From an optimization exercise on the open Yosys and OpenROAD flow, aimed at small area, a short achievable clock period and few clock cycles per item; shortcuts taken in it are not production practice.
Function was checked by simulation only, so behaviour that the tests miss may differ from the original.
Power is estimated from default activity; no workload was simulated.

// mac
module mac (
    input  wire        clk,
    input  wire        rst,
    input  wire [31:0] x,
    input  wire [31:0] y,
    input  wire        start,
    output wire [31:0] z,
    output wire        busy
  );
  wire pp1 = ~(x[0] & y[0]);
  wire pp2 = ~(x[0] & y[1]);
  wire pp3 = ~(x[0] & y[2]);
  wire pp4 = ~(x[0] & y[3]);
  wire pp5 = ~(x[0] & y[4]);
  wire pp6 = ~(x[0] & y[5]);
  wire pp7 = ~(x[0] & y[6]);
  wire pp8 = x[0] & y[7];
  wire pp9 = ~(x[1] & y[0]);
  wire pp10 = ~(x[1] & y[1]);
  wire pp11 = ~(x[1] & y[2]);
  wire pp12 = ~(x[1] & y[3]);
  wire pp13 = ~(x[1] & y[4]);
  wire pp14 = ~(x[1] & y[5]);
  wire pp15 = ~(x[1] & y[6]);
  wire pp16 = x[1] & y[7];
  wire pp17 = ~(x[2] & y[0]);
  wire pp18 = ~(x[2] & y[1]);
  wire pp19 = ~(x[2] & y[2]);
  wire pp20 = ~(x[2] & y[3]);
  wire pp21 = ~(x[2] & y[4]);
  wire pp22 = ~(x[2] & y[5]);
  wire pp23 = ~(x[2] & y[6]);
  wire pp24 = x[2] & y[7];
  wire pp25 = ~(x[3] & y[0]);
  wire pp26 = ~(x[3] & y[1]);
  wire pp27 = ~(x[3] & y[2]);
  wire pp28 = ~(x[3] & y[3]);
  wire pp29 = ~(x[3] & y[4]);
  wire pp30 = ~(x[3] & y[5]);
  wire pp31 = ~(x[3] & y[6]);
  wire pp32 = x[3] & y[7];
  wire pp33 = ~(x[4] & y[0]);
  wire pp34 = ~(x[4] & y[1]);
  wire pp35 = ~(x[4] & y[2]);
  wire pp36 = ~(x[4] & y[3]);
  wire pp37 = ~(x[4] & y[4]);
  wire pp38 = ~(x[4] & y[5]);
  wire pp39 = ~(x[4] & y[6]);
  wire pp40 = x[4] & y[7];
  wire pp41 = ~(x[5] & y[0]);
  wire pp42 = ~(x[5] & y[1]);
  wire pp43 = ~(x[5] & y[2]);
  wire pp44 = ~(x[5] & y[3]);
  wire pp45 = ~(x[5] & y[4]);
  wire pp46 = ~(x[5] & y[5]);
  wire pp47 = ~(x[5] & y[6]);
  wire pp48 = x[5] & y[7];
  wire pp49 = ~(x[6] & y[0]);
  wire pp50 = ~(x[6] & y[1]);
  wire pp51 = ~(x[6] & y[2]);
  wire pp52 = ~(x[6] & y[3]);
  wire pp53 = ~(x[6] & y[4]);
  wire pp54 = ~(x[6] & y[5]);
  wire pp55 = ~(x[6] & y[6]);
  wire pp56 = x[6] & y[7];
  wire pp57 = x[7] & y[0];
  wire pp58 = x[7] & y[1];
  wire pp59 = x[7] & y[2];
  wire pp60 = x[7] & y[3];
  wire pp61 = x[7] & y[4];
  wire pp62 = x[7] & y[5];
  wire pp63 = x[7] & y[6];
  wire pp64 = ~(x[7] & y[7]);
  wire pp65 = ~(x[8] & y[8]);
  wire pp66 = ~(x[8] & y[9]);
  wire pp67 = ~(x[8] & y[10]);
  wire pp68 = ~(x[8] & y[11]);
  wire pp69 = ~(x[8] & y[12]);
  wire pp70 = ~(x[8] & y[13]);
  wire pp71 = ~(x[8] & y[14]);
  wire pp72 = x[8] & y[15];
  ...
Size: roughly 630 cells after synthesis, ~38 flip-flops, about 7700 µm² of cells after synthesis.
==> flow/config.mk <==
export PLATFORM = sky130hd
export DESIGN_NAME = mac
export DESIGN_NICKNAME = mac
export VERILOG_FILES = /design/flow/design.v
export SDC_FILE = /design/flow/constraint.sdc
export NUM_CORES = 4
export LEC_CHECK = 0
export CAP_MARGIN = 20
export CORE_MARGIN = 2
export CORE_UTILIZATION = 40
export SETUP_SLACK_MARGIN = 2.5
export SLEW_MARGIN = 20
export SYNTH_HIERARCHICAL = 1
export SYNTH_MINIMUM_KEEP_SIZE = 0
==> flow/constraint.sdc <==
create_clock -name core_clock -period 7.0 [get_ports {clk}]
set_input_delay 1.4000 -clock core_clock [delete_from_list [all_inputs] [get_ports {clk}]]
set_output_delay 1.4000 -clock core_clock [all_outputs]
set_load 0.01 [all_outputs]
standard.sh (not shown) runs the stock make flow with config.mk's settings and CLKGATE_MAP_FILE= SYNTH_SCRIPT=/design/flow/synth_recipe.tcl, a recipe that flattens the netlist after the stock synthesis.
==> flow/flow/run.sh <==
#!/bin/bash
# The standard layout (standard.sh), with port buffers of the given cell instead
# of the one buffer_ports picks by default.  make's output goes to standard.log;
# ORFS keeps each step's log under orfs/logs.
set -euo pipefail
export BUFFER_PORTS_ARGS="-buffer_cell sky130_fd_sc_hd__buf_2"
bash standard.sh > standard.log 2>&1
Testbench counts at the start, summed over its fixed seeds: cycles 512, items 512.
Edit:
Settings changed: SETUP_SLACK_MARGIN 2.5 to default.
The changed run produced a clean layout. Cell count is lower by 0.74%. Design area fell by 6.7%. Clock power hardly moves. Clock-buffer cell count does not change. Worst setup slack loses 0.19 ns. Worst hold slack gets better by 0.033 ns. Sequential power hardly moves. Wire length rises by 0.67%. Via count increases by 1.1%. Utilization came out lower by 3.2 points.

* * *

Setup of job 6839:
mac, a different RTL version from the one above (not shown whole).
Size in the first run: ~630 cells after synthesis, ~100 I/O pins, roughly 7700 um2 of cells after synthesis.
## mac
module mac (
    input  wire        clk,
    input  wire        rst,
    input  wire [31:0] x,
    input  wire [31:0] y,
    input  wire        start,
    output wire [31:0] z,
    output wire        busy
  );
clock: 7.0 ns
lec_check: 0
cap_margin: 20
core_margin: 2
core_utilization: 40
setup_slack_margin: 2.3
slew_margin: 20
synth_hierarchical: 1
synth_minimum_keep_size: 0
Scripts as last shown in full above: flow/flow/run.sh
Job 6839 finished every step from synthesis to the final layout, and the layout passed the timing, DRC and antenna checks.
Testbench counts of job 6839, summed over its fixed seeds: cycles 512, items 512.
Input-level comparison between job 7262 and job 6839:
Settings: CTS_BUF_LIST newly set to sky130_fd_sc_hd__clkbuf_8.
==> comparison <==
Looking at the reports, job 6839 completed the entire flow and the layout it produced met the timing, DRC and antenna checks.
Job 7262 completed every stage of the flow, and the final layout passed the timing, DRC and antenna checks.
Taking job 6839 as the reference, in job 7262 final standard cell area without fillers decreased about 0.8%, post-route fraction of the period consumed by the critical path climbed 0.22 points.
In the flow results for job 6839 and job 7262, the met3 routing resource usage after global routing is smaller on job 7262.
When job 7262 is set beside job 6839, its fmax turns out to be about 0.34% smaller.
| sequential portion of the cell area | job 6839 vs job 7262 | ≈ equal |
The core of job 7262 is less densely filled than that of job 6839.
Job 6839 -> job 7262: post-synthesis share of cell area spent on full adders, half adders and majority gates flat
In the tables for job 6839 and job 7262, shortest clock period the worst path allows after layout reads higher with job 7262.
Overall power of the completed layout delta for job 7262 relative to job 6839: 1.6% lower
~same number of antenna violations at the first check in global routing in job 6839 and job 7262
The routed wire length in job 7262 sits 0.40% below the value recorded for job 6839.

## static timing again, ports no longer ideal
The flow's constraints put no driver on any port. The routed layouts listed below were extracted and timed again, unchanged, in two steps.
Step 1: set_driving_cell puts a clkbuf_16 on clk and a buf_2 on each other input, an assumption about the parent block.
Step 2 adds t to the input delays and takes it off the output delays; t is the mean of the earliest and latest rising clock arrival at the registers after step 1. Input paths then give back, and output paths get back, about the clock's delay inside the block.
a / b / c = ideal / step 1 / step 2; a / b = the first two.
| run | t, ns | setup slack, ns | worst setup path at the end | slew at the worst register clock pin (ns) | cell pins on the clock port's net |
|---|---|---|---|---|---|
| the first run of note 1 | 0.329 | 2.496 / 2.479 / 2.150 | input to register | 0.06 / 0.06 | 1 |
| the second run of note 1 | 0.324 | 2.304 / 2.316 / 1.992 | input to register | 0.06 / 0.06 | 1 |
| job 6839 | 0.329 | 2.410 / 2.418 / 2.089 | input to register | 0.06 / 0.06 | 1 |
| job 7262 | 0.346 | 2.394 / 2.387 / 2.041 | input to register | 0.08 / 0.08 | 1 |
After both steps every run listed still meets setup and hold. For job 7262, which loses most, drivers alone change the setup slack by -0.007 ns; drivers and shift together by -0.353 ns.
